What follows belongs to an exercise in optimizing a design on an open flow for small area; a production flow would make more cautious choices.
The RTL was checked by simulation tests, not by an equivalence proof against the original design.
Power and IR drop assume default switching activity.

**flow/run.sh**
```bash
#!/bin/bash
# synth_recipe.tcl (not shown) runs the flow's synth.tcl, then flattens the netlist and writes it again
# the make line also repeats each setting of config.mk as NAME=value (left out here)
make -C /OpenROAD-flow-scripts/flow DESIGN_CONFIG=/design/flow/config.mk WORK_HOME=/design/flow/orfs CLKGATE_MAP_FILE= SYNTH_SCRIPT=/design/flow/synth_recipe.tcl finish
```
**flow/config.mk**
```make
export PLATFORM = sky130hd
export DESIGN_NAME = conv
export DESIGN_NICKNAME = conv
export VERILOG_FILES = /design/flow/design.v
export SDC_FILE = /design/flow/constraint.sdc
export NUM_CORES = 4
export LEC_CHECK = 0
export CAP_MARGIN = 30
export CORE_MARGIN = 2
export CORE_UTILIZATION = 65
export CTS_CLUSTER_DIAMETER = 100
export CTS_CLUSTER_SIZE = 26
export SLEW_MARGIN = 20
```
**flow/constraint.sdc**
```tcl
create_clock -name core_clock -period 12.0 [get_ports {clk_i}]
set_input_delay 2.4000 -clock core_clock [delete_from_list [all_inputs] [get_ports {clk_i}]]
set_output_delay 2.4000 -clock core_clock [all_outputs]
set_load 0.01 [all_outputs]
```
**flow/design.v**
```verilog
module conv(clk_i, rst, Rm, Rn, max_index, done);
    input  clk_i, rst;
    input  [15:0] Rm, Rn;
    output reg [3:0] max_index;
    output reg done;
    wire       IN  = Rn[0];
    wire [6:0] Wen = Rn[7:1];
    wire       wr  = ~IN & (|Wen);
    reg [6:0] c80;               
    reg [3:0] c9;                
    always @(posedge clk_i) begin
        if (rst) begin
            c80 <= 7'd0;
            c9  <= 4'd0;
        end else begin
            c80 <= (c80 == 7'd79) ? 7'd0 : c80 + 7'd1;
            c9  <= (c9 == 4'd8) ? 4'd0 : c9 + 4'd1;
        end
    end
    wire pol = c80[0];
    wire [7:0] rlo = Rm[7:0] ^ {8{pol}};
    wire [7:0] rhi = Rm[15:8] ^ {8{pol}};
    reg [215:0] w1;              
    integer i;
    always @(posedge clk_i) begin
        for (i = 1; i <= 14; i = i + 1)
            if (wr && Wen == i) begin
                w1[16*i-16 +: 8] <= Rm[7:0];
                if (i < 14) w1[16*i-8 +: 8] <= Rm[15:8];
            end
    end
    reg  [1:0] bl, bh, ol, oh;
    reg  [3:0] nl, nh;
    reg        okl, okh;
    reg  [6:0] xl, xh;
    always @* begin
        xl = {Wen, 1'b0} - 7'd29;            
        xh = {Wen, 1'b0} - 7'd28;            
        okl = wr && Wen >= 7'd15 && Wen <= 7'd41;
        okh = wr && Wen >= 7'd14 && Wen <= 7'd40;
        ol = (xl >= 7'd27) ? 2'd1 : 2'd0;
        oh = (xh >= 7'd27) ? 2'd1 : 2'd0;
        if (xl >= 7'd27) xl = xl - 7'd27;
        if (xh >= 7'd27) xh = xh - 7'd27;
        nl = 4'd0; bl = 2'd0; nh = 4'd0; bh = 2'd0;
        case (xl[4:0])
            5'd0:  begin nl = 4'd0; bl = 2'd0; end   5'd1:  begin nl = 4'd1; bl = 2'd0; end
            5'd2:  begin nl = 4'd2; bl = 2'd0; end   5'd3:  begin nl = 4'd0; bl = 2'd1; end
            5'd4:  begin nl = 4'd1; bl = 2'd1; end   5'd5:  begin nl = 4'd2; bl = 2'd1; end
            5'd6:  begin nl = 4'd0; bl = 2'd2; end   5'd7:  begin nl = 4'd1; bl = 2'd2; end
            5'd8:  begin nl = 4'd2; bl = 2'd2; end   5'd9:  begin nl = 4'd3; bl = 2'd0; end
            5'd10: begin nl = 4'd4; bl = 2'd0; end   5'd11: begin nl = 4'd5; bl = 2'd0; end
            5'd12: begin nl = 4'd3; bl = 2'd1; end   5'd13: begin nl = 4'd4; bl = 2'd1; end
            5'd14: begin nl = 4'd5; bl = 2'd1; end   5'd15: begin nl = 4'd3; bl = 2'd2; end
            5'd16: begin nl = 4'd4; bl = 2'd2; end   5'd17: begin nl = 4'd5; bl = 2'd2; end
            5'd18: begin nl = 4'd6; bl = 2'd0; end   5'd19: begin nl = 4'd7; bl = 2'd0; end
            5'd20: begin nl = 4'd8; bl = 2'd0; end   5'd21: begin nl = 4'd6; bl = 2'd1; end
            5'd22: begin nl = 4'd7; bl = 2'd1; end   5'd23: begin nl = 4'd8; bl = 2'd1; end
            5'd24: begin nl = 4'd6; bl = 2'd2; end   5'd25: begin nl = 4'd7; bl = 2'd2; end
            default: begin nl = 4'd8; bl = 2'd2; end
        endcase
        case (xh[4:0])
            5'd0:  begin nh = 4'd0; bh = 2'd0; end   5'd1:  begin nh = 4'd1; bh = 2'd0; end
            5'd2:  begin nh = 4'd2; bh = 2'd0; end   5'd3:  begin nh = 4'd0; bh = 2'd1; end
            5'd4:  begin nh = 4'd1; bh = 2'd1; end   5'd5:  begin nh = 4'd2; bh = 2'd1; end
            5'd6:  begin nh = 4'd0; bh = 2'd2; end   5'd7:  begin nh = 4'd1; bh = 2'd2; end
            5'd8:  begin nh = 4'd2; bh = 2'd2; end   5'd9:  begin nh = 4'd3; bh = 2'd0; end
            5'd10: begin nh = 4'd4; bh = 2'd0; end   5'd11: begin nh = 4'd5; bh = 2'd0; end
            5'd12: begin nh = 4'd3; bh = 2'd1; end   5'd13: begin nh = 4'd4; bh = 2'd1; end
            5'd14: begin nh = 4'd5; bh = 2'd1; end   5'd15: begin nh = 4'd3; bh = 2'd2; end
            5'd16: begin nh = 4'd4; bh = 2'd2; end   5'd17: begin nh = 4'd5; bh = 2'd2; end
            5'd18: begin nh = 4'd6; bh = 2'd0; end   5'd19: begin nh = 4'd7; bh = 2'd0; end
            5'd20: begin nh = 4'd8; bh = 2'd0; end   5'd21: begin nh = 4'd6; bh = 2'd1; end
            5'd22: begin nh = 4'd7; bh = 2'd1; end   5'd23: begin nh = 4'd8; bh = 2'd1; end
            5'd24: begin nh = 4'd6; bh = 2'd2; end   5'd25: begin nh = 4'd7; bh = 2'd2; end
            default: begin nh = 4'd8; bh = 2'd2; end
        endcase
    end
    wire [4:0] yl = {1'b0, nl} + 5'd8 - {1'b0, c9};
    wire [4:0] yh = {1'b0, nh} + 5'd8 - {1'b0, c9};
    wire [3:0] pl = (yl >= 5'd9) ? yl[3:0] - 4'd9 : yl[3:0];
    wire [3:0] ph = (yh >= 5'd9) ? yh[3:0] - 4'd9 : yh[3:0];
    wire [15:0]  h2 [0:2];       
    genvar gb, gp, go;
    generate
        for (gb = 0; gb < 3; gb = gb + 1) begin : g_r2
            reg [143:0] r;       
            for (gp = 0; gp < 9; gp = gp + 1) begin : g_p
                for (go = 0; go < 2; go = go + 1) begin : g_o
                    wire el = okl && bl == gb && ol == go && pl == gp;
                    wire eh = okh && bh == gb && oh == go && ph == gp;
                    wire hd = ~(el | eh);
                    always @(posedge clk_i)
                        r[16*gp + 8*go +: 8] <= ~((rlo & {8{el}}) | (rhi & {8{eh}}) |
                                                  (r[(16*gp + 16*1 + 8*go) % 144 +: 8] & {8{hd}}));
                end
            end
            assign h2[gb] = r[15:0];
        end
    endgenerate
    wire       wr3   = wr && Wen >= 7'd41;
    wire       hiok3 = Wen <= 7'd80;
    wire       look3 = Wen >= 7'd42;
    wire [8:0] y3    = {1'b0, Wen, 1'b0} + 9'd429 - {2'b0, c80};   
    wire [6:0] p3h   = y3[8] ? y3[6:0] + 7'd80 : y3[6:0];          
    wire [7:0] d3e   = pol ? rhi : rlo;                            
    wire [7:0] d3o   = pol ? rlo : rhi;
    reg  [639:0] r3;
    genvar gq;
    generate
        for (gq = 0; gq < 80; gq = gq + 1) begin : g_r3
            wire we = wr3 && ((p3h == gq && hiok3) || (p3h == (gq + 1) % 80 && look3));
            wire hd = ~we;
            always @(posedge clk_i)
                r3[8*gq +: 8] <= ~((((gq % 2) == 0 ? d3e : d3o) & {8{we}}) |
                                   (r3[(8*gq + 8) % 640 +: 8] & {8{hd}}));
        end
    endgenerate
    wire signed [7:0] w3 = r3[7:0] ^ {8{pol}};
    reg       fin;               
    reg [3:0] kcnt;              
    wire      grp = IN && kcnt == 4'd8 && !fin;
    always @(posedge clk_i) begin
        if (rst)
            kcnt <= 4'd0;
        else if (IN)
            kcnt <= (kcnt == 4'd8) ? 4'd0 : kcnt + 4'd1;
    end
    reg [80:0] A;                
    reg        par;
    reg        first;            
    integer r, cc;
    always @(posedge clk_i) begin
        if (IN)
            for (r = 0; r < 9; r = r + 1)
                for (cc = 0; cc < 9; cc = cc + 1)
                    if (par) A[9*r+cc] <= (r == 8) ? Rm[cc] : A[9*(r+1)+cc];
                    else     A[9*r+cc] <= (cc == 8) ? Rm[r] : A[9*r+cc+1];
    end
    wire [8:0] win;              
    genvar gk, gf;
    generate
        for (gk = 0; gk < 9; gk = gk + 1) begin : g_win
            assign win[gk] = par ? A[gk] : A[9*gk];
        end
    endgenerate
    wire trig = grp && !first;
    always @(posedge clk_i) begin
        if (rst) begin
            par <= 1'b0; first <= 1'b1;
        end else if (grp) begin
            par <= ~par; first <= 1'b0;
        end
    end
    wire [17:0] mxv1;            
    reg  [1:0] wph;              
    always @(posedge clk_i) begin
        if (rst || IN) wph <= 2'd0;
        else if (wph != 2'd2) wph <= wph + 2'd1;
    end
    wire       ph1 = wph == 2'd1;
    wire [71:0] wta = ph1 ? w1[143:72] : w1[71:0];
    wire [23:0] s1;              
    wire t0_1, t0_2; assign {t0_2, t0_1} = (wta[0] & win[0]) + (wta[8] & win[1]) + (wta[16] & win[2]);
    wire t0_3, t0_4; assign {t0_4, t0_3} = (wta[24] & win[3]) + (wta[32] & win[4]) + (wta[40] & win[5]);
    wire t0_5, t0_6; assign {t0_6, t0_5} = (wta[48] & win[6]) + (wta[56] & win[7]) + (wta[64] & win[8]);
    wire t0_7, t0_8; assign {t0_8, t0_7} = (wta[1] & win[0]) + (wta[9] & win[1]) + (wta[17] & win[2]);
    wire t0_9, t0_10; assign {t0_10, t0_9} = (wta[25] & win[3]) + (wta[33] & win[4]) + (wta[41] & win[5]);
    wire t0_11, t0_12; assign {t0_12, t0_11} = (wta[49] & win[6]) + (wta[57] & win[7]) + (wta[65] & win[8]);
    wire t0_13, t0_14; assign {t0_14, t0_13} = (wta[2] & win[0]) + (wta[10] & win[1]) + (wta[18] & win[2]);
    wire t0_15, t0_16; assign {t0_16, t0_15} = (wta[26] & win[3]) + (wta[34] & win[4]) + (wta[42] & win[5]);
    wire t0_17, t0_18; assign {t0_18, t0_17} = (wta[50] & win[6]) + (wta[58] & win[7]) + (wta[66] & win[8]);
    wire t0_19, t0_20; assign {t0_20, t0_19} = (wta[3] & win[0]) + (wta[11] & win[1]) + (wta[19] & win[2]);
    wire t0_21, t0_22; assign {t0_22, t0_21} = (wta[27] & win[3]) + (wta[35] & win[4]) + (wta[43] & win[5]);
    wire t0_23, t0_24; assign {t0_24, t0_23} = (wta[51] & win[6]) + (wta[59] & win[7]) + (wta[67] & win[8]);
    wire t0_25, t0_26; assign {t0_26, t0_25} = (wta[4] & win[0]) + (wta[12] & win[1]) + (wta[20] & win[2]);
    wire t0_27, t0_28; assign {t0_28, t0_27} = (wta[28] & win[3]) + (wta[36] & win[4]) + (wta[44] & win[5]);
    wire t0_29, t0_30; assign {t0_30, t0_29} = (wta[52] & win[6]) + (wta[60] & win[7]) + (wta[68] & win[8]);
    wire t0_31, t0_32; assign {t0_32, t0_31} = (wta[5] & win[0]) + (wta[13] & win[1]) + (wta[21] & win[2]);
    wire t0_33, t0_34; assign {t0_34, t0_33} = (wta[29] & win[3]) + (wta[37] & win[4]) + (wta[45] & win[5]);
    wire t0_35, t0_36; assign {t0_36, t0_35} = (wta[53] & win[6]) + (wta[61] & win[7]) + (wta[69] & win[8]);
    wire t0_37, t0_38; assign {t0_38, t0_37} = (wta[6] & win[0]) + (wta[14] & win[1]) + (wta[22] & win[2]);
    wire t0_39, t0_40; assign {t0_40, t0_39} = (wta[30] & win[3]) + (wta[38] & win[4]) + (wta[46] & win[5]);
    wire t0_41, t0_42; assign {t0_42, t0_41} = (wta[54] & win[6]) + (wta[62] & win[7]) + (wta[70] & win[8]);
    wire t0_43, t0_44; assign {t0_44, t0_43} = !(wta[7] & win[0]) + !(wta[15] & win[1]) + !(wta[23] & win[2]);
    wire t0_45, t0_46; assign {t0_46, t0_45} = !(wta[31] & win[3]) + !(wta[39] & win[4]) + !(wta[47] & win[5]);
    wire t0_47, t0_48; assign {t0_48, t0_47} = !(wta[55] & win[6]) + !(wta[63] & win[7]) + !(wta[71] & win[8]);
    wire t0_49, t0_50; assign {t0_50, t0_49} = t0_1 + t0_3 + t0_5;
    wire t0_51, t0_52; assign {t0_52, t0_51} = t0_2 + t0_4 + t0_6;
    wire t0_53, t0_54; assign {t0_54, t0_53} = t0_7 + t0_9 + t0_11;
    wire t0_55, t0_56; assign {t0_56, t0_55} = t0_8 + t0_10 + t0_12;
    wire t0_57, t0_58; assign {t0_58, t0_57} = t0_13 + t0_15 + t0_17;
    wire t0_59, t0_60; assign {t0_60, t0_59} = t0_14 + t0_16 + t0_18;
    wire t0_61, t0_62; assign {t0_62, t0_61} = t0_19 + t0_21 + t0_23;
    wire t0_63, t0_64; assign {t0_64, t0_63} = t0_20 + t0_22 + t0_24;
    wire t0_65, t0_66; assign {t0_66, t0_65} = t0_25 + t0_27 + t0_29;
    wire t0_67, t0_68; assign {t0_68, t0_67} = t0_26 + t0_28 + t0_30;
    wire t0_69, t0_70; assign {t0_70, t0_69} = t0_31 + t0_33 + t0_35;
    wire t0_71, t0_72; assign {t0_72, t0_71} = t0_32 + t0_34 + t0_36;
    wire t0_73, t0_74; assign {t0_74, t0_73} = t0_37 + t0_39 + t0_41;
    wire t0_75, t0_76; assign {t0_76, t0_75} = t0_38 + t0_40 + t0_42;
    wire t0_77, t0_78; assign {t0_78, t0_77} = t0_43 + t0_45 + t0_47;
    wire t0_79, t0_80; assign {t0_80, t0_79} = t0_44 + t0_46 + t0_48;
    wire t0_81, t0_82; assign {t0_82, t0_81} = t0_50 + t0_51 + t0_53;
    wire t0_83, t0_84; assign {t0_84, t0_83} = t0_52 + t0_54 + t0_55;
    wire t0_85, t0_86; assign {t0_86, t0_85} = t0_56 + t0_58 + t0_59;
    wire t0_87, t0_88; assign {t0_88, t0_87} = t0_60 + t0_62 + t0_63;
    wire t0_89, t0_90; assign {t0_90, t0_89} = t0_64 + t0_66 + t0_67;
    wire t0_91, t0_92; assign {t0_92, t0_91} = t0_68 + t0_70 + t0_71;
    wire t0_93, t0_94; assign {t0_94, t0_93} = t0_72 + t0_74 + t0_75;
    wire t0_95, t0_96; assign {t0_96, t0_95} = t0_76 + t0_78 + t0_79;
    wire t0_97, t0_98; assign {t0_98, t0_97} = t0_82 + t0_83 + t0_57;
    wire t0_99, t0_100; assign {t0_100, t0_99} = t0_84 + t0_85 + t0_61;
    wire t0_101, t0_102; assign {t0_102, t0_101} = t0_86 + t0_87 + t0_65;
    wire t0_103, t0_104; assign {t0_104, t0_103} = t0_88 + t0_89 + t0_69;
    wire t0_105, t0_106; assign {t0_106, t0_105} = t0_90 + t0_91 + t0_73;
    wire t0_107, t0_108; assign {t0_108, t0_107} = t0_92 + t0_93 + t0_77;
    wire t0_109, t0_110; assign {t0_110, t0_109} = t0_94 + t0_95 + 1'b1;
    wire t0_111, t0_112; assign {t0_112, t0_111} = t0_96 + t0_80 + 1'b1;
    wire t0_113, t0_114; assign {t0_114, t0_113} = t0_106 + t0_107 + 1'b1;
    wire t0_115, t0_116; assign {t0_116, t0_115} = t0_114 + t0_108 + t0_109;
    wire t0_117, t0_118; assign {t0_118, t0_117} = t0_116 + t0_110 + t0_111;
    wire t0_119, t0_120; assign {t0_120, t0_119} = t0_98 + t0_99;
    wire t0_121, t0_122; assign {t0_122, t0_121} = t0_100 + t0_101 + t0_120;
    wire t0_123, t0_124; assign {t0_124, t0_123} = t0_102 + t0_103 + t0_122;
    wire t0_125, t0_126; assign {t0_126, t0_125} = t0_104 + t0_105 + t0_124;
    wire t0_127, t0_128; assign {t0_128, t0_127} = t0_113 + t0_126;
    wire t0_129, t0_130; assign {t0_130, t0_129} = t0_115 + t0_128;
    wire t0_131, t0_132; assign {t0_132, t0_131} = t0_117 + t0_130;
    wire t0_133, t0_134; assign {t0_134, t0_133} = t0_118 + t0_112 + t0_132;
    assign s1[11:0] = {(1'b1 ^ t0_134), t0_133, t0_131, t0_129, t0_127, t0_125, t0_123, t0_121, t0_119, t0_97, t0_81, t0_49};
    wire t1_1, t1_2; assign {t1_2, t1_1} = (w1[144] & win[0]) + (w1[152] & win[1]) + (w1[160] & win[2]);
    wire t1_3, t1_4; assign {t1_4, t1_3} = (w1[168] & win[3]) + (w1[176] & win[4]) + (w1[184] & win[5]);
    wire t1_5, t1_6; assign {t1_6, t1_5} = (w1[192] & win[6]) + (w1[200] & win[7]) + (w1[208] & win[8]);
    wire t1_7, t1_8; assign {t1_8, t1_7} = (w1[145] & win[0]) + (w1[153] & win[1]) + (w1[161] & win[2]);
    wire t1_9, t1_10; assign {t1_10, t1_9} = (w1[169] & win[3]) + (w1[177] & win[4]) + (w1[185] & win[5]);
    wire t1_11, t1_12; assign {t1_12, t1_11} = (w1[193] & win[6]) + (w1[201] & win[7]) + (w1[209] & win[8]);
    wire t1_13, t1_14; assign {t1_14, t1_13} = (w1[146] & win[0]) + (w1[154] & win[1]) + (w1[162] & win[2]);
    wire t1_15, t1_16; assign {t1_16, t1_15} = (w1[170] & win[3]) + (w1[178] & win[4]) + (w1[186] & win[5]);
    wire t1_17, t1_18; assign {t1_18, t1_17} = (w1[194] & win[6]) + (w1[202] & win[7]) + (w1[210] & win[8]);
    wire t1_19, t1_20; assign {t1_20, t1_19} = (w1[147] & win[0]) + (w1[155] & win[1]) + (w1[163] & win[2]);
    wire t1_21, t1_22; assign {t1_22, t1_21} = (w1[171] & win[3]) + (w1[179] & win[4]) + (w1[187] & win[5]);
    wire t1_23, t1_24; assign {t1_24, t1_23} = (w1[195] & win[6]) + (w1[203] & win[7]) + (w1[211] & win[8]);
    wire t1_25, t1_26; assign {t1_26, t1_25} = (w1[148] & win[0]) + (w1[156] & win[1]) + (w1[164] & win[2]);
    wire t1_27, t1_28; assign {t1_28, t1_27} = (w1[172] & win[3]) + (w1[180] & win[4]) + (w1[188] & win[5]);
    wire t1_29, t1_30; assign {t1_30, t1_29} = (w1[196] & win[6]) + (w1[204] & win[7]) + (w1[212] & win[8]);
    wire t1_31, t1_32; assign {t1_32, t1_31} = (w1[149] & win[0]) + (w1[157] & win[1]) + (w1[165] & win[2]);
    wire t1_33, t1_34; assign {t1_34, t1_33} = (w1[173] & win[3]) + (w1[181] & win[4]) + (w1[189] & win[5]);
    wire t1_35, t1_36; assign {t1_36, t1_35} = (w1[197] & win[6]) + (w1[205] & win[7]) + (w1[213] & win[8]);
    wire t1_37, t1_38; assign {t1_38, t1_37} = (w1[150] & win[0]) + (w1[158] & win[1]) + (w1[166] & win[2]);
    wire t1_39, t1_40; assign {t1_40, t1_39} = (w1[174] & win[3]) + (w1[182] & win[4]) + (w1[190] & win[5]);
    wire t1_41, t1_42; assign {t1_42, t1_41} = (w1[198] & win[6]) + (w1[206] & win[7]) + (w1[214] & win[8]);
    wire t1_43, t1_44; assign {t1_44, t1_43} = !(w1[151] & win[0]) + !(w1[159] & win[1]) + !(w1[167] & win[2]);
    wire t1_45, t1_46; assign {t1_46, t1_45} = !(w1[175] & win[3]) + !(w1[183] & win[4]) + !(w1[191] & win[5]);
    wire t1_47, t1_48; assign {t1_48, t1_47} = !(w1[199] & win[6]) + !(w1[207] & win[7]) + !(w1[215] & win[8]);
    wire t1_49, t1_50; assign {t1_50, t1_49} = t1_1 + t1_3 + t1_5;
    wire t1_51, t1_52; assign {t1_52, t1_51} = t1_2 + t1_4 + t1_6;
    wire t1_53, t1_54; assign {t1_54, t1_53} = t1_7 + t1_9 + t1_11;
    wire t1_55, t1_56; assign {t1_56, t1_55} = t1_8 + t1_10 + t1_12;
    wire t1_57, t1_58; assign {t1_58, t1_57} = t1_13 + t1_15 + t1_17;
    wire t1_59, t1_60; assign {t1_60, t1_59} = t1_14 + t1_16 + t1_18;
    wire t1_61, t1_62; assign {t1_62, t1_61} = t1_19 + t1_21 + t1_23;
    wire t1_63, t1_64; assign {t1_64, t1_63} = t1_20 + t1_22 + t1_24;
    wire t1_65, t1_66; assign {t1_66, t1_65} = t1_25 + t1_27 + t1_29;
    wire t1_67, t1_68; assign {t1_68, t1_67} = t1_26 + t1_28 + t1_30;
    wire t1_69, t1_70; assign {t1_70, t1_69} = t1_31 + t1_33 + t1_35;
    wire t1_71, t1_72; assign {t1_72, t1_71} = t1_32 + t1_34 + t1_36;
    wire t1_73, t1_74; assign {t1_74, t1_73} = t1_37 + t1_39 + t1_41;
    wire t1_75, t1_76; assign {t1_76, t1_75} = t1_38 + t1_40 + t1_42;
    wire t1_77, t1_78; assign {t1_78, t1_77} = t1_43 + t1_45 + t1_47;
    wire t1_79, t1_80; assign {t1_80, t1_79} = t1_44 + t1_46 + t1_48;
    wire t1_81, t1_82; assign {t1_82, t1_81} = t1_50 + t1_51 + t1_53;
    wire t1_83, t1_84; assign {t1_84, t1_83} = t1_52 + t1_54 + t1_55;
    wire t1_85, t1_86; assign {t1_86, t1_85} = t1_56 + t1_58 + t1_59;
    wire t1_87, t1_88; assign {t1_88, t1_87} = t1_60 + t1_62 + t1_63;
    wire t1_89, t1_90; assign {t1_90, t1_89} = t1_64 + t1_66 + t1_67;
    wire t1_91, t1_92; assign {t1_92, t1_91} = t1_68 + t1_70 + t1_71;
    wire t1_93, t1_94; assign {t1_94, t1_93} = t1_72 + t1_74 + t1_75;
    wire t1_95, t1_96; assign {t1_96, t1_95} = t1_76 + t1_78 + t1_79;
    wire t1_97, t1_98; assign {t1_98, t1_97} = t1_82 + t1_83 + t1_57;
    wire t1_99, t1_100; assign {t1_100, t1_99} = t1_84 + t1_85 + t1_61;
    wire t1_101, t1_102; assign {t1_102, t1_101} = t1_86 + t1_87 + t1_65;
    wire t1_103, t1_104; assign {t1_104, t1_103} = t1_88 + t1_89 + t1_69;
    wire t1_105, t1_106; assign {t1_106, t1_105} = t1_90 + t1_91 + t1_73;
    wire t1_107, t1_108; assign {t1_108, t1_107} = t1_92 + t1_93 + t1_77;
    wire t1_109, t1_110; assign {t1_110, t1_109} = t1_94 + t1_95 + 1'b1;
    wire t1_111, t1_112; assign {t1_112, t1_111} = t1_96 + t1_80 + 1'b1;
    wire t1_113, t1_114; assign {t1_114, t1_113} = t1_106 + t1_107 + 1'b1;
    wire t1_115, t1_116; assign {t1_116, t1_115} = t1_114 + t1_108 + t1_109;
    wire t1_117, t1_118; assign {t1_118, t1_117} = t1_116 + t1_110 + t1_111;
    wire t1_119, t1_120; assign {t1_120, t1_119} = t1_98 + t1_99;
    wire t1_121, t1_122; assign {t1_122, t1_121} = t1_100 + t1_101 + t1_120;
    wire t1_123, t1_124; assign {t1_124, t1_123} = t1_102 + t1_103 + t1_122;
    wire t1_125, t1_126; assign {t1_126, t1_125} = t1_104 + t1_105 + t1_124;
    wire t1_127, t1_128; assign {t1_128, t1_127} = t1_113 + t1_126;
    wire t1_129, t1_130; assign {t1_130, t1_129} = t1_115 + t1_128;
    wire t1_131, t1_132; assign {t1_132, t1_131} = t1_117 + t1_130;
    wire t1_133, t1_134; assign {t1_134, t1_133} = t1_118 + t1_112 + t1_132;
    assign s1[23:12] = {(1'b1 ^ t1_134), t1_133, t1_131, t1_129, t1_127, t1_125, t1_123, t1_121, t1_119, t1_97, t1_81, t1_49};
    wire signed [5:0] va = s1[11:6], vb = s1[23:18];
    reg  signed [5:0] mx0, mx1, mx2, mxc0, mxc1, mxc2;
    wire signed [5:0] mn0 = (kcnt == 4'd0 || va > mx0) ? va : mx0;
    wire signed [5:0] mn1 = (kcnt == 4'd0 || va > mx1) ? va : mx1;
    wire signed [5:0] mn2 = (kcnt == 4'd0 || vb > mx2) ? vb : mx2;
    always @(posedge clk_i) begin
        if (!ph1) mx0 <= mn0;
        if (ph1)  mx1 <= mn1;
        mx2 <= mn2;
        if (trig) begin
            mxc0 <= mx0;
            mxc1 <= ph1 ? mn1 : mx1;
            mxc2 <= mn2;
        end
    end
    assign mxv1 = {mxc2, mxc1, mxc0};
    reg [4:0] c2;
    reg [3:0] qc;
    reg [1:0] b;
    reg [2:0] rho;
    reg [1:0] rm3;               
    reg [1:0] blk;
    reg       zf;                
    reg       ret2, jz2, j32, b02, b32, last2;   
    always @(posedge clk_i) begin
        if (rst) begin
            c2 <= 5'd0; qc <= 4'd0; b <= 2'd0; rho <= 3'd0; rm3 <= 2'd0; blk <= 2'd0; fin <= 1'b0;
        end else begin
            if (trig) c2 <= 5'd1;
            else if (c2 == 5'd18) c2 <= 5'd0;
            else if (c2 != 5'd0) c2 <= c2 + 5'd1;
            if (c2 == 5'd18) qc <= 4'd1;
            else if (qc == 4'd8) qc <= 4'd0;
            else if (qc != 4'd0) qc <= qc + 4'd1;
            if (qc == 4'd8 && last2) fin <= 1'b1;
            if (c2 == 5'd18) begin
                if (b == 2'd2) begin
                    b <= 2'd0;
                    rm3 <= (rm3 == 2'd2) ? 2'd0 : rm3 + 2'd1;
                    if (rho == 3'd5) begin
                        rho <= 3'd0;
                        blk <= blk + 2'd1;
                    end else
                        rho <= rho + 3'd1;
                end else
                    b <= b + 2'd1;
            end
        end
    end
    wire       ret = b == 2'd2 && rho >= 3'd2;   
    wire [2:0] j   = rho - 3'd2;
    always @(posedge clk_i) begin
        if (c2 == 5'd18) begin
            ret2 <= ret; jz2 <= j == 3'd0; j32 <= j == 3'd3;
            b02 <= blk == 2'd0; b32 <= blk == 2'd3;
            last2 <= blk == 2'd3 && rho == 3'd5 && b == 2'd2;
        end
    end
    wire       lapa = c2 >= 5'd1 && c2 <= 5'd9;
    wire       lapb = c2 >= 5'd10;
    reg  [1:0] ch, a;            
    always @* begin
        case (c9)
            4'd0: begin ch = 2'd0; a = 2'd0; end
            4'd1: begin ch = 2'd0; a = 2'd1; end
            4'd2: begin ch = 2'd0; a = 2'd2; end
            4'd3: begin ch = 2'd1; a = 2'd0; end
            4'd4: begin ch = 2'd1; a = 2'd1; end
            4'd5: begin ch = 2'd1; a = 2'd2; end
            4'd6: begin ch = 2'd2; a = 2'd0; end
            4'd7: begin ch = 2'd2; a = 2'd1; end
            default: begin ch = 2'd2; a = 2'd2; end
        endcase
    end
    always @(posedge clk_i) begin
        if (trig || c2 == 5'd9) zf <= 1'b1;
        else if ((lapa || lapb) && a == 2'd0) zf <= 1'b0;
    end
    wire signed [5:0] pin = (ch == 2'd0) ? mxv1[5:0] : (ch == 2'd1) ? mxv1[11:6] : mxv1[17:12];
    wire [15:0] whr = (b == 2'd0) ? h2[0] : (b == 2'd1) ? h2[1] : h2[2];
    wire [7:0]  w2 = (lapb ? whr[15:8] : whr[7:0]) ^ {8{pol}};
    reg signed [16:0] ps0a, ps0b, ps1a, ps1b, ps2a, ps2b;
    wire [1:0] slm = (rm3 >= a) ? rm3 - a : rm3 + 2'd3 - a;       
    wire [1:0] slr = (rm3 == 2'd2) ? 2'd0 : rm3 + 2'd1;           
    wire [1:0] sla = lapa ? slm : slr;
    wire [1:0] slb = lapb ? slm : rm3;    
    wire signed [16:0] psa = (sla == 2'd0) ? ps0a : (sla == 2'd1) ? ps1a : ps2a;
    wire signed [16:0] psb = (slb == 2'd0) ? ps0b : (slb == 2'd1) ? ps1b : ps2b;
    wire init = b == 2'd0 && a == 2'd0 && zf;
    wire [16:0] psg = (lapb ? psb : psa) & {17{~init}};
    wire [16:0] sum2;            
    always @(posedge clk_i) begin
        if (lapa && slm == 2'd0) ps0a <= sum2;
        if (lapa && slm == 2'd1) ps1a <= sum2;
        if (lapa && slm == 2'd2) ps2a <= sum2;
        if (lapb && slm == 2'd0) ps0b <= sum2;
        if (lapb && slm == 2'd1) ps1b <= sum2;
        if (lapb && slm == 2'd2) ps2b <= sum2;
    end
    reg [111:0] q;
    wire signed [13:0] q0 = q[13:0];
    wire [2:0] qe    = c80[2:0];
    wire       q1    = lapb && c2 != 5'd18 && ret && !qe[2];    
    wire       q2    = qc != 4'd0 && ret2 && qe[2];             
    wire       jz    = q2 ? jz2 : j == 3'd0;
    wire       j3    = q2 ? j32 : j == 3'd3;
    wire       b0    = q2 ? b02 : blk == 2'd0;
    wire       b3    = q2 ? b32 : blk == 2'd3;
    wire       tv    = (qe[1] ? !b0 : !b3) && (qe[0] ? !jz : !j3);
    wire signed [9:0] c2v = q2 ? psb[16:7] : psa[16:7];
    wire       qfirst = (q1 || q2) && b0 && jz;
    wire [13:0] q0g = q0 & {14{~qfirst}};
    wire [9:0]  c2g = c2v & {10{(q1 || q2) && tv}};
    wire [13:0] qsum;            
    wire qa_1, qa_2; assign {qa_2, qa_1} = q0g[9] + !c2g[9] + 1'b1;
    wire qa_3, qa_4; assign {qa_4, qa_3} = qa_2 + q0g[10] + 1'b1;
    wire qa_5, qa_6; assign {qa_6, qa_5} = qa_4 + q0g[11] + 1'b1;
    wire qa_7, qa_8; assign {qa_8, qa_7} = qa_6 + q0g[12] + 1'b1;
    wire qa_9, qa_10; assign {qa_10, qa_9} = qa_8 + q0g[13] + 1'b1;
    wire qa_11, qa_12; assign {qa_12, qa_11} = q0g[0] + c2g[0];
    wire qa_13, qa_14; assign {qa_14, qa_13} = q0g[1] + c2g[1] + qa_12;
    wire qa_15, qa_16; assign {qa_16, qa_15} = q0g[2] + c2g[2] + qa_14;
    wire qa_17, qa_18; assign {qa_18, qa_17} = q0g[3] + c2g[3] + qa_16;
    wire qa_19, qa_20; assign {qa_20, qa_19} = q0g[4] + c2g[4] + qa_18;
    wire qa_21, qa_22; assign {qa_22, qa_21} = q0g[5] + c2g[5] + qa_20;
    wire qa_23, qa_24; assign {qa_24, qa_23} = q0g[6] + c2g[6] + qa_22;
    wire qa_25, qa_26; assign {qa_26, qa_25} = q0g[7] + c2g[7] + qa_24;
    wire qa_27, qa_28; assign {qa_28, qa_27} = q0g[8] + c2g[8] + qa_26;
    wire qa_29, qa_30; assign {qa_30, qa_29} = qa_1 + qa_28;
    wire qa_31, qa_32; assign {qa_32, qa_31} = qa_3 + qa_30;
    wire qa_33, qa_34; assign {qa_34, qa_33} = qa_5 + qa_32;
    wire qa_35, qa_36; assign {qa_36, qa_35} = qa_7 + qa_34;
    assign qsum = {(qa_9 ^ qa_36), qa_35, qa_33, qa_31, qa_29, qa_27, qa_25, qa_23, qa_21, qa_19, qa_17, qa_15, qa_13, qa_11};
    always @(posedge clk_i) q <= {qsum, q[111:14]};
    reg [1:0] st3;               
    reg signed [23:0] acc3;
    reg signed [16:0] mxv;
    wire signed [16:0] sc3 = acc3[23:7];
    wire [23:0] acc3g = acc3 & {24{qe != 3'd0}};
    wire [13:0] mA = fin ? q0 : {{8{pin[5]}}, pin};
    wire [7:0]  mB = fin ? w3 : w2;
    wire [23:0] mC = fin ? acc3g : {{7{psg[16]}}, psg};
    wire [23:0] acc3n;           
    wire m3_1, m3_2; assign {m3_2, m3_1} = (mA[0] & mB[1]) + (mA[1] & mB[0]) + mC[1];
    wire m3_3, m3_4; assign {m3_4, m3_3} = (mA[0] & mB[2]) + (mA[1] & mB[1]) + (mA[2] & mB[0]);
    wire m3_5, m3_6; assign {m3_6, m3_5} = (mA[0] & mB[3]) + (mA[1] & mB[2]) + (mA[2] & mB[1]);
    wire m3_7, m3_8; assign {m3_8, m3_7} = (mA[0] & mB[4]) + (mA[1] & mB[3]) + (mA[2] & mB[2]);
    wire m3_9, m3_10; assign {m3_10, m3_9} = (mA[3] & mB[1]) + (mA[4] & mB[0]) + mC[4];
    wire m3_11, m3_12; assign {m3_12, m3_11} = (mA[0] & mB[5]) + (mA[1] & mB[4]) + (mA[2] & mB[3]);
    wire m3_13, m3_14; assign {m3_14, m3_13} = (mA[3] & mB[2]) + (mA[4] & mB[1]) + (mA[5] & mB[0]);
    wire m3_15, m3_16; assign {m3_16, m3_15} = (mA[0] & mB[6]) + (mA[1] & mB[5]) + (mA[2] & mB[4]);
    wire m3_17, m3_18; assign {m3_18, m3_17} = (mA[3] & mB[3]) + (mA[4] & mB[2]) + (mA[5] & mB[1]);
    wire m3_19, m3_20; assign {m3_20, m3_19} = !(mA[0] & mB[7]) + (mA[1] & mB[6]) + (mA[2] & mB[5]);
    wire m3_21, m3_22; assign {m3_22, m3_21} = (mA[3] & mB[4]) + (mA[4] & mB[3]) + (mA[5] & mB[2]);
    wire m3_23, m3_24; assign {m3_24, m3_23} = (mA[6] & mB[1]) + (mA[7] & mB[0]) + mC[7];
    wire m3_25, m3_26; assign {m3_26, m3_25} = !(mA[1] & mB[7]) + (mA[2] & mB[6]) + (mA[3] & mB[5]);
    wire m3_27, m3_28; assign {m3_28, m3_27} = (mA[4] & mB[4]) + (mA[5] & mB[3]) + (mA[6] & mB[2]);
    wire m3_29, m3_30; assign {m3_30, m3_29} = (mA[7] & mB[1]) + (mA[8] & mB[0]) + mC[8];
    wire m3_31, m3_32; assign {m3_32, m3_31} = !(mA[2] & mB[7]) + (mA[3] & mB[6]) + (mA[4] & mB[5]);
    wire m3_33, m3_34; assign {m3_34, m3_33} = (mA[5] & mB[4]) + (mA[6] & mB[3]) + (mA[7] & mB[2]);
    wire m3_35, m3_36; assign {m3_36, m3_35} = (mA[8] & mB[1]) + (mA[9] & mB[0]) + mC[9];
    wire m3_37, m3_38; assign {m3_38, m3_37} = !(mA[3] & mB[7]) + (mA[4] & mB[6]) + (mA[5] & mB[5]);
    wire m3_39, m3_40; assign {m3_40, m3_39} = (mA[6] & mB[4]) + (mA[7] & mB[3]) + (mA[8] & mB[2]);
    wire m3_41, m3_42; assign {m3_42, m3_41} = (mA[9] & mB[1]) + (mA[10] & mB[0]) + mC[10];
    wire m3_43, m3_44; assign {m3_44, m3_43} = !(mA[4] & mB[7]) + (mA[5] & mB[6]) + (mA[6] & mB[5]);
    wire m3_45, m3_46; assign {m3_46, m3_45} = (mA[7] & mB[4]) + (mA[8] & mB[3]) + (mA[9] & mB[2]);
    wire m3_47, m3_48; assign {m3_48, m3_47} = (mA[10] & mB[1]) + (mA[11] & mB[0]) + mC[11];
    wire m3_49, m3_50; assign {m3_50, m3_49} = !(mA[5] & mB[7]) + (mA[6] & mB[6]) + (mA[7] & mB[5]);
    wire m3_51, m3_52; assign {m3_52, m3_51} = (mA[8] & mB[4]) + (mA[9] & mB[3]) + (mA[10] & mB[2]);
    wire m3_53, m3_54; assign {m3_54, m3_53} = (mA[11] & mB[1]) + (mA[12] & mB[0]) + mC[12];
    wire m3_55, m3_56; assign {m3_56, m3_55} = !(mA[6] & mB[7]) + (mA[7] & mB[6]) + (mA[8] & mB[5]);
    wire m3_57, m3_58; assign {m3_58, m3_57} = (mA[9] & mB[4]) + (mA[10] & mB[3]) + (mA[11] & mB[2]);
    wire m3_59, m3_60; assign {m3_60, m3_59} = (mA[12] & mB[1]) + !(mA[13] & mB[0]) + mC[13];
    wire m3_61, m3_62; assign {m3_62, m3_61} = !(mA[7] & mB[7]) + (mA[8] & mB[6]) + (mA[9] & mB[5]);
    wire m3_63, m3_64; assign {m3_64, m3_63} = (mA[10] & mB[4]) + (mA[11] & mB[3]) + (mA[12] & mB[2]);
    wire m3_65, m3_66; assign {m3_66, m3_65} = !(mA[8] & mB[7]) + (mA[9] & mB[6]) + (mA[10] & mB[5]);
    wire m3_67, m3_68; assign {m3_68, m3_67} = (mA[11] & mB[4]) + (mA[12] & mB[3]) + !(mA[13] & mB[2]);
    wire m3_69, m3_70; assign {m3_70, m3_69} = !(mA[9] & mB[7]) + (mA[10] & mB[6]) + (mA[11] & mB[5]);
    wire m3_71, m3_72; assign {m3_72, m3_71} = (mA[12] & mB[4]) + !(mA[13] & mB[3]) + mC[16];
    wire m3_73, m3_74; assign {m3_74, m3_73} = !(mA[10] & mB[7]) + (mA[11] & mB[6]) + (mA[12] & mB[5]);
    wire m3_75, m3_76; assign {m3_76, m3_75} = !(mA[11] & mB[7]) + (mA[12] & mB[6]) + !(mA[13] & mB[5]);
    wire m3_77, m3_78; assign {m3_78, m3_77} = !(mA[12] & mB[7]) + !(mA[13] & mB[6]) + mC[19];
    wire m3_79, m3_80; assign {m3_80, m3_79} = m3_2 + m3_3 + mC[2];
    wire m3_81, m3_82; assign {m3_82, m3_81} = m3_4 + m3_5 + (mA[3] & mB[0]);
    wire m3_83, m3_84; assign {m3_84, m3_83} = m3_6 + m3_7 + m3_9;
    wire m3_85, m3_86; assign {m3_86, m3_85} = m3_8 + m3_10 + m3_11;
    wire m3_87, m3_88; assign {m3_88, m3_87} = m3_12 + m3_14 + m3_15;
    wire m3_89, m3_90; assign {m3_90, m3_89} = m3_17 + (mA[6] & mB[0]) + mC[6];
    wire m3_91, m3_92; assign {m3_92, m3_91} = m3_16 + m3_18 + m3_19;
    wire m3_93, m3_94; assign {m3_94, m3_93} = m3_21 + m3_23 + 1'b1;
    wire m3_95, m3_96; assign {m3_96, m3_95} = m3_20 + m3_22 + m3_24;
    wire m3_97, m3_98; assign {m3_98, m3_97} = m3_25 + m3_27 + m3_29;
    wire m3_99, m3_100; assign {m3_100, m3_99} = m3_26 + m3_28 + m3_30;
    wire m3_101, m3_102; assign {m3_102, m3_101} = m3_31 + m3_33 + m3_35;
    wire m3_103, m3_104; assign {m3_104, m3_103} = m3_32 + m3_34 + m3_36;
    wire m3_105, m3_106; assign {m3_106, m3_105} = m3_37 + m3_39 + m3_41;
    wire m3_107, m3_108; assign {m3_108, m3_107} = m3_38 + m3_40 + m3_42;
    wire m3_109, m3_110; assign {m3_110, m3_109} = m3_43 + m3_45 + m3_47;
    wire m3_111, m3_112; assign {m3_112, m3_111} = m3_44 + m3_46 + m3_48;
    wire m3_113, m3_114; assign {m3_114, m3_113} = m3_49 + m3_51 + m3_53;
    wire m3_115, m3_116; assign {m3_116, m3_115} = m3_50 + m3_52 + m3_54;
    wire m3_117, m3_118; assign {m3_118, m3_117} = m3_55 + m3_57 + m3_59;
    wire m3_119, m3_120; assign {m3_120, m3_119} = m3_56 + m3_58 + m3_60;
    wire m3_121, m3_122; assign {m3_122, m3_121} = m3_61 + m3_63 + !(mA[13] & mB[1]);
    wire m3_123, m3_124; assign {m3_124, m3_123} = m3_62 + m3_64 + m3_65;
    wire m3_125, m3_126; assign {m3_126, m3_125} = m3_66 + m3_68 + m3_69;
    wire m3_127, m3_128; assign {m3_128, m3_127} = m3_70 + m3_72 + m3_73;
    wire m3_129, m3_130; assign {m3_130, m3_129} = m3_74 + m3_75 + mC[18];
    wire m3_131, m3_132; assign {m3_132, m3_131} = m3_78 + (mA[13] & mB[7]) + mC[20];
    wire m3_133, m3_134; assign {m3_134, m3_133} = m3_80 + m3_81 + mC[3];
    wire m3_135, m3_136; assign {m3_136, m3_135} = m3_84 + m3_85 + m3_13;
    wire m3_137, m3_138; assign {m3_138, m3_137} = m3_86 + m3_87 + m3_89;
    wire m3_139, m3_140; assign {m3_140, m3_139} = m3_88 + m3_90 + m3_91;
    wire m3_141, m3_142; assign {m3_142, m3_141} = m3_92 + m3_94 + m3_95;
    wire m3_143, m3_144; assign {m3_144, m3_143} = m3_96 + m3_98 + m3_99;
    wire m3_145, m3_146; assign {m3_146, m3_145} = m3_100 + m3_102 + m3_103;
    wire m3_147, m3_148; assign {m3_148, m3_147} = m3_104 + m3_106 + m3_107;
    wire m3_149, m3_150; assign {m3_150, m3_149} = m3_108 + m3_110 + m3_111;
    wire m3_151, m3_152; assign {m3_152, m3_151} = m3_112 + m3_114 + m3_115;
    wire m3_153, m3_154; assign {m3_154, m3_153} = m3_116 + m3_118 + m3_119;
    wire m3_155, m3_156; assign {m3_156, m3_155} = m3_120 + m3_122 + m3_123;
    wire m3_157, m3_158; assign {m3_158, m3_157} = m3_124 + m3_125 + m3_71;
    wire m3_159, m3_160; assign {m3_160, m3_159} = m3_126 + m3_127 + !(mA[13] & mB[4]);
    wire m3_161, m3_162; assign {m3_162, m3_161} = m3_130 + m3_76 + m3_77;
    wire m3_163, m3_164; assign {m3_164, m3_163} = m3_132 + mC[21] + 1'b1;
    wire m3_165, m3_166; assign {m3_166, m3_165} = m3_134 + m3_82 + m3_83;
    wire m3_167, m3_168; assign {m3_168, m3_167} = m3_138 + m3_139 + m3_93;
    wire m3_169, m3_170; assign {m3_170, m3_169} = m3_140 + m3_141 + m3_97;
    wire m3_171, m3_172; assign {m3_172, m3_171} = m3_142 + m3_143 + m3_101;
    wire m3_173, m3_174; assign {m3_174, m3_173} = m3_144 + m3_145 + m3_105;
    wire m3_175, m3_176; assign {m3_176, m3_175} = m3_146 + m3_147 + m3_109;
    wire m3_177, m3_178; assign {m3_178, m3_177} = m3_148 + m3_149 + m3_113;
    wire m3_179, m3_180; assign {m3_180, m3_179} = m3_150 + m3_151 + m3_117;
    wire m3_181, m3_182; assign {m3_182, m3_181} = m3_152 + m3_153 + m3_121;
    wire m3_183, m3_184; assign {m3_184, m3_183} = m3_154 + m3_155 + m3_67;
    wire m3_185, m3_186; assign {m3_186, m3_185} = m3_158 + m3_159 + mC[17];
    wire m3_187, m3_188; assign {m3_188, m3_187} = m3_160 + m3_128 + m3_129;
    wire m3_189, m3_190; assign {m3_190, m3_189} = m3_164 + mC[22] + 1'b1;
    wire m3_191, m3_192; assign {m3_192, m3_191} = m3_166 + m3_135 + mC[5];
    wire m3_193, m3_194; assign {m3_194, m3_193} = m3_178 + m3_179 + 1'b1;
    wire m3_195, m3_196; assign {m3_196, m3_195} = m3_180 + m3_181 + mC[14];
    wire m3_197, m3_198; assign {m3_198, m3_197} = m3_182 + m3_183 + mC[15];
    wire m3_199, m3_200; assign {m3_200, m3_199} = m3_184 + m3_156 + m3_157;
    wire m3_201, m3_202; assign {m3_202, m3_201} = m3_190 + mC[23] + 1'b1;
    wire m3_203, m3_204; assign {m3_204, m3_203} = m3_192 + m3_136 + m3_137;
    assign acc3n = {m3_201, m3_189, m3_163, m3_162, m3_188, m3_186, m3_200, m3_198, m3_196, m3_194, m3_193, m3_176, m3_174, m3_172, m3_170, m3_168, m3_204, m3_203, m3_191, m3_165, m3_133, m3_79, m3_1, (mA[0] & mB[0])} + {1'b0, 1'b0, 1'b0, m3_131, m3_161, m3_187, m3_185, m3_199, m3_197, m3_195, 1'b0, m3_177, m3_175, m3_173, m3_171, m3_169, m3_167, 1'b0, 1'b0, 1'b0, 1'b0, 1'b0, 1'b0, mC[0]};
    assign sum2 = acc3n[16:0];
    wire [3:0] fcur = c80[6:3];
    wire       cmp3 = (st3 == 2'd1 && qe == 3'd0 && fcur != 4'd0) || st3 == 2'd2;
    wire [3:0] fidx = (st3 == 2'd2) ? 4'd9 : fcur - 4'd1;
    always @(posedge clk_i) begin
        if (rst) begin
            st3 <= 2'd0; done <= 1'b0;
        end else begin
            if (st3 == 2'd0 && fin && c80 == 7'd79) st3 <= 2'd1;
            if (st3 == 2'd1 && c80 == 7'd79) st3 <= 2'd2;
            if (st3 == 2'd2) begin st3 <= 2'd3; done <= 1'b1; end
        end
    end
    always @(posedge clk_i) begin
        acc3 <= acc3n;
        if (cmp3 && (fidx == 4'd0 || sc3 > mxv)) begin
            mxv <= sc3;
            max_index <= fidx;
        end
    end
endmodule
```
==> metrics.cfg, run 1 <==
[routing]
antenna_left=0
first_pass_iters=10
wl_per_cell_um=24.2
avgViaCountPerCell=6.26
route.detailed.drc=0
num_vias=46900
first_iter_violations=4700
wl_mm=182

[global_route]
grt_usage_pct=31.8
grt_pass1_wl_mm=275
grt_pass1_vias=45900
antenna_found_initial=5
grt-ovfl-total=0
grt_max_degree=77

[cts]
numCtsBuffers=76
cts_max_level=3
cts.hold.buffers_added=0
cts_post_setup_buffers_inserted=0
clk_latency_ps=730
cts_sinks=1716
path_clk_slew_ps=100
clk_path_buf_depth=3
cts_resized=0
cts_root_buf=clkbuf_16
cts_tree=built

[place]
dp_slack_ps=1520
port_buffers=30
gp_congestion=0.911
place_area_um2=74300
dp_hpwl_mm=119
post-place-cells=7363

[floorplanning]
dieArea_um2=113000
dieHeight_um=337
die_x_um=337
ios=39
coreArea_um2=110000
start_util_pct=65.3
row_count=122

[pwr]
pwr-share-seq_pct=45.2
comb_power_share_pct=39.9
power_density_nw_per_um2=259
pwr-share-clk_pct=14.9
p_leak_nw=28.6
p_int_mw=12.6
peakVddDrop_uv=870
swShare_pct=36.7
p_switching_mw=7.29

[timing]
fin_hold_ws_ps=327
fmax_mhz=99.2
period_needed_ps=10080
worst_pin_slew_ps=1140
fin_worst_skew_ps=43.8
setup_violations=0
fin_tns_setup_ps=0
setup_ws_ps=1920
rsz0062_at_grt=no
maxSlewViolCount=0
period_share_pct=84.0
slew_headroom_pct=23.5
hold_violations=0

[critical_path]
worst_ep_arrival_time_ps=10690
cp_max_fo=28
startpoint_type=primary input
crit_required_ps=12610
critPathCaptureType=flip-flop
path_class=in -> reg

[final_layout]
fin_cells=7491
drive_gt1_share_pct=10.3
finalInstanceArea_um2=76600
nets=6386
syn_to_final_growth_pct=6.40

[yosys]
ys_seq_elements=1716
syn-num-nets=6472
syn_area_um2=72000
syn_inst=6058
yosysSeqAreaShare_pct=54.0
synth_top_area_share_pct=35.2
yosysTopAreaCell=dfxtp_1
async_reset_ff_share_pct=0
ys_warn_count=1
synth_area_per_cell_um2=11.9
synth_area_leaders=dfxtp_1, edfxtp_1, mux2i_1
synth_edf_count=450
ys.flop_type=dfxtp_1
synth_cell_types=101

[outcome]
outcome=complete, no violations

[job]
drv_cap=0

[worst_hold_path]
hp-class=reg -> reg

cell families after synthesis:
family / synth area share [%]
XOR/XNOR: 1.16
adder cells (fa/ha/maj): 8.88
flip-flops: 54.0
AO/OA/AOI/OAI: 11.3
multiplexers: 12.9
AND/OR/NAND/NOR: 8.44
buffers and inverters: 3.34
cells in the final DEF, fill, tap and decap left out, types with 64 or more instances in the layout:
| cell | n |
|---|---|
| buf_4 | 140 |
| o21ai_0 | 98 |
| ha_1 | 160 |
| and2_1 | 110 |
| nor2b_1 | 64 |
| fa_1 | 219 |
| nor2_1 | 545 |
| a221oi_1 | 300 |
| inv_1 | 252 |
| mux2_2 | 144 |
| nand3_1 | 68 |
| clkbuf_16 | 76 |
| edfxtp_1 | 450 |
| a21oi_1 | 187 |
| nand2_1 | 321 |
| mux2i_1 | 759 |
| dfxtp_1 | 1264 |
metrics by stage:
step / power (mW) / utilization (%)
2_1_floorplan: 14.5 / -
3_3_place_gp: 16.7 / 67.3
3_5_place_dp: 17.0 / 67.4
4_1_cts: 19.9 / 69.4
5_1_grt: 21.1 / 69.5
6_report: 19.9 / 69.5
path summary, 6_finish.rpt:
path	slack (ps)	endpoint	depth (start not counted)	from
max	1920	g_r2[1].r[119]	26	Rn[2]
min	330	q[62]	0	q[76]
max reg2reg	3400	mxc2[1]	29	par
min reg2reg	330	q[62]	0	q[76]
cell usage after synthesis, types with 25 or more instances:
cell type,instances
nand3_1,68
mux2i_1,760
xnor2_1,61
a222oi_1,43
o22ai_2,51
clkbuf_1,255
and2_1,110
mux2_2,144
nand2b_1,27
o21a_1,25
nor3_1,40
a21o_1,31
inv_1,252
dfxtp_1,1266
ha_1,161
o21ai_0,99
a21boi_2,31
a21oi_1,197
a221oi_1,300
xor2_1,34
buf_2,50
o22ai_1,55
nor2b_1,64
buf_1,28
fa_1,219
nand2_1,321
nor2_1,549
edfxtp_1,450
sequential cells by signal, summed over array words and instances, names as in the netlist, 5 cells and up, named ones only:
| name | cells |
|---|---|
| A | 81 |
| acc3 | 24 |
| c2 | 5 |
| c80 | 7 |
| g_r2.r | 432 |
| mx0 | 6 |
| mx1 | 6 |
| mx2 | 6 |
| mxc0 | 6 |
| mxc1 | 6 |
| mxc2 | 6 |
| mxv | 17 |
| ps0a | 17 |
| ps0b | 17 |
| ps1a | 17 |
| ps1b | 17 |
| ps2a | 17 |
| ps2b | 17 |
| q | 112 |
| r3 | 640 |
| w1 | 216 |
worst max-delay path, cell delays in order:
cell and delay, ps:
clkdlybuf4s50_1 460, buf_4 310, inv_2 220, ha_1 770
nor2b_1 270, a21o_1 180, a21o_2 320, inv_2 220
ha_1 280, nand2_1 80, a31oi_1 100, o32ai_1 180
nor2_1 80, o21a_1 180, ha_1 270, ha_1 180
inv_1 60, fa_1 550, nor4bb_1 240, o32ai_1 160
o21ai_0 250, xor2_1 630, nor3b_2 1030, nand3_1 480
a21boi_2 350, a221oi_1 400
layer usage:
metal | track usage, % | vias to the layer above | routed length (um)
met5 | 0 | - | 21
li1 | - | 21500 | -
met3 | 4.97 | 397 | 12900
met4 | 11.9 | 4 | 7490
met2 | 52.0 | 1717 | 84500
met1 | 43.0 | 23300 | 76700
area by class of cell:
class / instances / area (um2)
Inverter: 256 / 961
Clock inverter: 9 / 140
Antenna cell: 4 / 10.0
Tap cell: 1488 / 1860
Clock buffer: 96 / 1980
Sequential cell: 1716 / 38900
Multi-Input combinational cell: 3737 / 31300
Timing Repair Buffer: 185 / 1520
Fill cell: 8082 / 33600
power groups by stage:
stage	Clock [mW]	Combinational, mW	Sequential, mW
5_1_grt	3.21	8.79	9.07
3_3_place_gp	0	7.59	9.12
2_1_floorplan	0	5.62	8.92
3_5_place_dp	0	7.85	9.11
6_report	2.97	7.93	8.98
4_1_cts	3.01	7.93	8.99
==> run 2, diff against run 1 <==
--- a/flow/design.v
+++ b/flow/design.v
@@ -118,3 +118,2 @@
     endgenerate
-    wire signed [7:0] w3 = r3[7:0] ^ {8{pol}};
     reg       fin;               
@@ -155,8 +154,3 @@
     wire [17:0] mxv1;            
-    reg  [1:0] wph;              
-    always @(posedge clk_i) begin
-        if (rst || IN) wph <= 2'd0;
-        else if (wph != 2'd2) wph <= wph + 2'd1;
-    end
-    wire       ph1 = wph == 2'd1;
+    wire       ph1 = pol;
     wire [71:0] wta = ph1 ? w1[143:72] : w1[71:0];
@@ -309,3 +303,3 @@
         if (trig) begin
-            mxc0 <= mx0;
+            mxc0 <= ph1 ? mx0 : mn0;
             mxc1 <= ph1 ? mn1 : mx1;
@@ -379,3 +373,3 @@
     wire [15:0] whr = (b == 2'd0) ? h2[0] : (b == 2'd1) ? h2[1] : h2[2];
-    wire [7:0]  w2 = (lapb ? whr[15:8] : whr[7:0]) ^ {8{pol}};
+    wire [7:0]  w2r = lapb ? whr[15:8] : whr[7:0];
     reg signed [16:0] ps0a, ps0b, ps1a, ps1b, ps2a, ps2b;
@@ -439,3 +433,3 @@
     wire [13:0] mA = fin ? q0 : {{8{pin[5]}}, pin};
-    wire [7:0]  mB = fin ? w3 : w2;
+    wire [7:0]  mB = (fin ? r3[7:0] : w2r) ^ {8{pol}};
     wire [23:0] mC = fin ? acc3g : {{7{psg[16]}}, psg};
==> run 2 against run 1 <==
Against the previous run: clock-buffer cell count rose by 5; die area down 1.8%; largest cell class unchanged; worst setup slack got worse by 320 ps; critical path depth down 2; maximum frequency is 3.1% lower; critical endpoint is now g_r2[0].r[103]; global-route usage about the same; flip-flop and latch count down 2.
==> metrics.cfg, run 2 <==
[timing]
slew_headroom_pct=28.2  ; was 23.5%
fmax_mhz=96.1  ; was 99.2 MHz
fin_worst_skew_ps=36.7  ; was 43.8 ps
period_share_pct=86.7  ; was 84.0%
maxSlewViolCount=0  ; unchanged
rsz0062_at_grt=no  ; unchanged
setup_violations=0  ; unchanged
fin_tns_setup_ps=0  ; unchanged
worst_pin_slew_ps=1080  ; was 1140 ps
hold_violations=0  ; unchanged
period_needed_ps=10400  ; was 10080 ps

[final_layout]
syn_to_final_growth_pct=6.30  ; was 6.40%
final_common_cell=dfxtp_1  ; unchanged
drive_gt1_share_pct=8.80  ; was 10.3%
fillerInstances=7839  ; was 8082
regMostFlops=r3  ; unchanged
layout_common_cells=dfxtp_1, mux2i_1, nor2_1  ; unchanged
largest_reg_flops=640  ; unchanged
nets=6230  ; was 6386
finalInstanceArea_um2=75200  ; was 76600 um2
top_regs=r3 (640), g_r2.r (432), w1 (216)  ; unchanged

[yosys]
syn_inst=5921  ; was 6058
synth_fa_ha_area_share_pct=9.03  ; was 8.88%
yosys.area_share.simple_pct=8.46  ; was 8.44%
synth_compound_area_share_pct=10.3  ; was 11.3%
synth_top_area_share_pct=36.0  ; was 35.2%
async_reset_ff_share_pct=0  ; unchanged
synth_cell_types=85  ; was 101
ys_seq_elements=1714  ; was 1716
synth.top_cells.by_count=dfxtp_1, mux2i_1, nor2_1  ; unchanged
synth_area_per_cell_um2=11.9  ; about the same
synth_top_family_by_area=multiplexers  ; unchanged
synth_edf_count=444  ; was 450
ys_warn_count=1  ; unchanged
syn-num-nets=6334  ; was 6472
synth_area_leaders=dfxtp_1, edfxtp_1, mux2i_1  ; unchanged
yosysSeqAreaShare_pct=54.8  ; was 54.0%
synth_mux_area_share_pct=13.1  ; was 12.9%
yosysTopAreaCell=dfxtp_1  ; unchanged
syn_area_um2=70700  ; was 72000 um2
ys.flop_type=dfxtp_1  ; unchanged
synthXorXnorAreaFrac_pct=1.20  ; was 1.16%
synth_most_common_cell=dfxtp_1  ; unchanged

[cts]
cts_sinks=1714  ; was 1716
cts_root_buf=clkbuf_16  ; unchanged
path_clk_slew_ps=100  ; about the same
cts_post_setup_buffers_inserted=0  ; unchanged
cts_resized=0  ; unchanged
cts_max_level=3  ; unchanged
clk_path_buf_depth=3  ; unchanged
cts.hold.buffers_added=0  ; unchanged
clk_latency_ps=710  ; was 730 ps
numCtsBuffers=76  ; unchanged
cts_tree=built  ; unchanged

[critical_path]
reg2reg_depth=28  ; was 29
cp_num_buf_inv=5  ; unchanged
crit_start=Rn[2]  ; unchanged
critPathCaptureType=flip-flop  ; unchanged
worstReg2RegStart=c80[0]  ; was par
crit_top_cell=ha_1  ; unchanged
crit_required_ps=12580  ; was 12610 ps
crit_family=compound AO/OA/AOI/OAI gates  ; was simple AND/OR/NAND/NOR gates
slowest_delay_ps=970  ; was 1030 ps
cp_max_fo=20  ; was 28
worst_ep_arrival_time_ps=10980  ; was 10690 ps
r2r_setup_slack_ps=3420  ; was 3400 ps
path_class=in -> reg  ; unchanged
cp.depth=24  ; was 26
endpoint=g_r2[0].r[103]  ; was g_r2[1].r[119]
cp_slowest_cell=clkdlybuf4s50_1  ; was nor3b_2
worstPathCellList=clkdlybuf4s50_1 -> inv_2 -> ha_1 -> or3b_1 -> a211oi_1 -> a211o_1 -> buf_4 -> inv_2 -> o221a_4 -> xnor2_2 -> nor2_1 -> a211oi_1 -> a21oi_1 -> ha_1 -> ha_1 -> inv_1 -> fa_1 -> xor2_1 -> o22ai_1 -> o31ai_1 -> nand2_1 -> nor2_1 -> a21oi_1 -> a222oi_1
timing.rr.end=mxc0[1]  ; was mxc2[1]
startpoint_type=primary input  ; unchanged

[place]
place_area_um2=72900  ; was 74300 um2
gp_congestion=0.948  ; was 0.911
dp_hpwl_mm=118  ; was 119 mm
port_buffers=30  ; unchanged

[routing]
avgViaCountPerCell=6.40  ; was 6.26
wl_mm=178  ; was 182 mm
antenna_left=0  ; unchanged
route.detailed.drc=0  ; unchanged
first_pass_iters=15  ; was 10
wl_per_cell_um=24.5  ; was 24.2 um
num_vias=46500  ; was 46900
first_iter_violations=6476  ; was 4700

[floorplanning]
ios=39  ; unchanged
die_x_um=334  ; was 337 um
start_util_pct=65.8  ; was 65.3%
dieArea_um2=111000  ; was 113000 um2
coreArea_um2=108000  ; was 110000 um2
dieHeight_um=334  ; was 337 um
row_count=120  ; was 122

[outcome]
outcome=complete, no violations  ; unchanged

[global_route]
grt_max_degree=163  ; was 77
grt-ovfl-total=0  ; unchanged
grt_usage_pct=31.8  ; about the same
antenna_found_initial=8  ; was 5
grt_pass1_vias=45700  ; was 45900
grt_pass1_wl_mm=273  ; was 275 mm

[job]
drv_cap=0  ; unchanged

[worst_hold_path]
hp-class=reg -> reg  ; unchanged

[pwr]
peakVddDrop_uv=687  ; was 870 uV
power_density_nw_per_um2=255  ; was 259 nW/um2
p_leak_nw=29.5  ; was 28.6 nW

==> run 2: cell type report <==
cell class	instances	area, um2	share of cell area (%)
Inverter	248	931	1.24
Sequential cell	1714	38800	51.6
Clock buffer	101	2000	2.66
Tap cell	1403	1760	2.34
Antenna cell	2	5.00	0.00666
Timing Repair Buffer	151	1330	1.76
Multi-Input combinational cell	3626	30200	40.2
Clock inverter	11	141	0.188
==> run 2: worst min-delay path by stage <==
stage                      start    end  depth (start not counted)
after floorplan            q[14]   q[0]                          0
after CTS                  q[51]  q[37]                          0
after global placement     q[58]  q[44]                          0
after global routing       q[49]  q[35]                          0
final                      q[51]  q[37]                          0
after detailed placement  q[109]  q[95]                          0
==> run 2: metal layers <==
layer	vias up	part of all wire, %	GRT usage [%]
met5	-	0.027	0
met4	8	4.0	11.4
met3	435	8.3	5.78
met2	2152	45	49.9
met1	22800	42	44.6
li1	21100	-	-
==> run 2: per-stage QoR <==
step	hold WS (ps)	worst slack, ps	utilization, %	power [mW]	std cells
2_1_floorplan	310	3530	-	13.9	5921
3_3_place_gp	310	1260	67.6	15.9	7116
3_5_place_dp	312	1170	67.8	16.1	7134
4_1_cts	324	1880	69.8	19.1	7246
5_1_grt	328	1060	69.9	20.3	7254
6_report	324	1600	69.9	19.2	7256
==> run 2: cells by family (layout without fill, tap and decap cells) <==
| logic type | Yosys count | count (layout) |
|---|---|---|
| buffers and inverters | 581 | 511 |
| and+or+nand+nor | 1315 | 1315 |
| xor gates and xnor gates | 92 | 92 |
| DFF | 1714 | 1714 |
| other | 0 | 2 |
| muxes | 900 | 900 |
| adders and majority gates | 379 | 379 |
| AOI/OAI and AO/OA | 940 | 940 |
==> run 2: where the power goes <==
group / switching, mW / internal, mW
registers: 0.566 / 8.33
clock network: 1.76 / 1.20
logic: 4.61 / 2.70

separate check: timing with driven ports:
No port has a modelled driver above. Below, the same layouts with a new extraction and two added sets of constraints.
Step 1 assumes that a clkbuf_16 drives the clock port and a buf_2 every other input.
Step 2, shift: input delay + t, output delay - t, t = (earliest + latest rising clock arrival at the registers) / 2. This alone moves slack from input paths to output paths.
a / b / c = no drivers / after step 1 / after step 2; a / b = the first two.
run	t, ns	slack for setup (ns)	hold WS [ns]	slew at the worst register clock pin (ns)
run 1	0.776	1.921 / 1.941 / 1.165	0.327 / 0.327 / 0.327	0.11 / 0.11
run 2	0.761	1.598 / 1.507 / 0.746	0.324 / 0.324 / 0.324	0.11 / 0.11
After both steps every run listed still meets setup and hold. The setup slack of run 2, which loses most, moves by -0.091 ns with the drivers and by -0.852 ns with both steps.
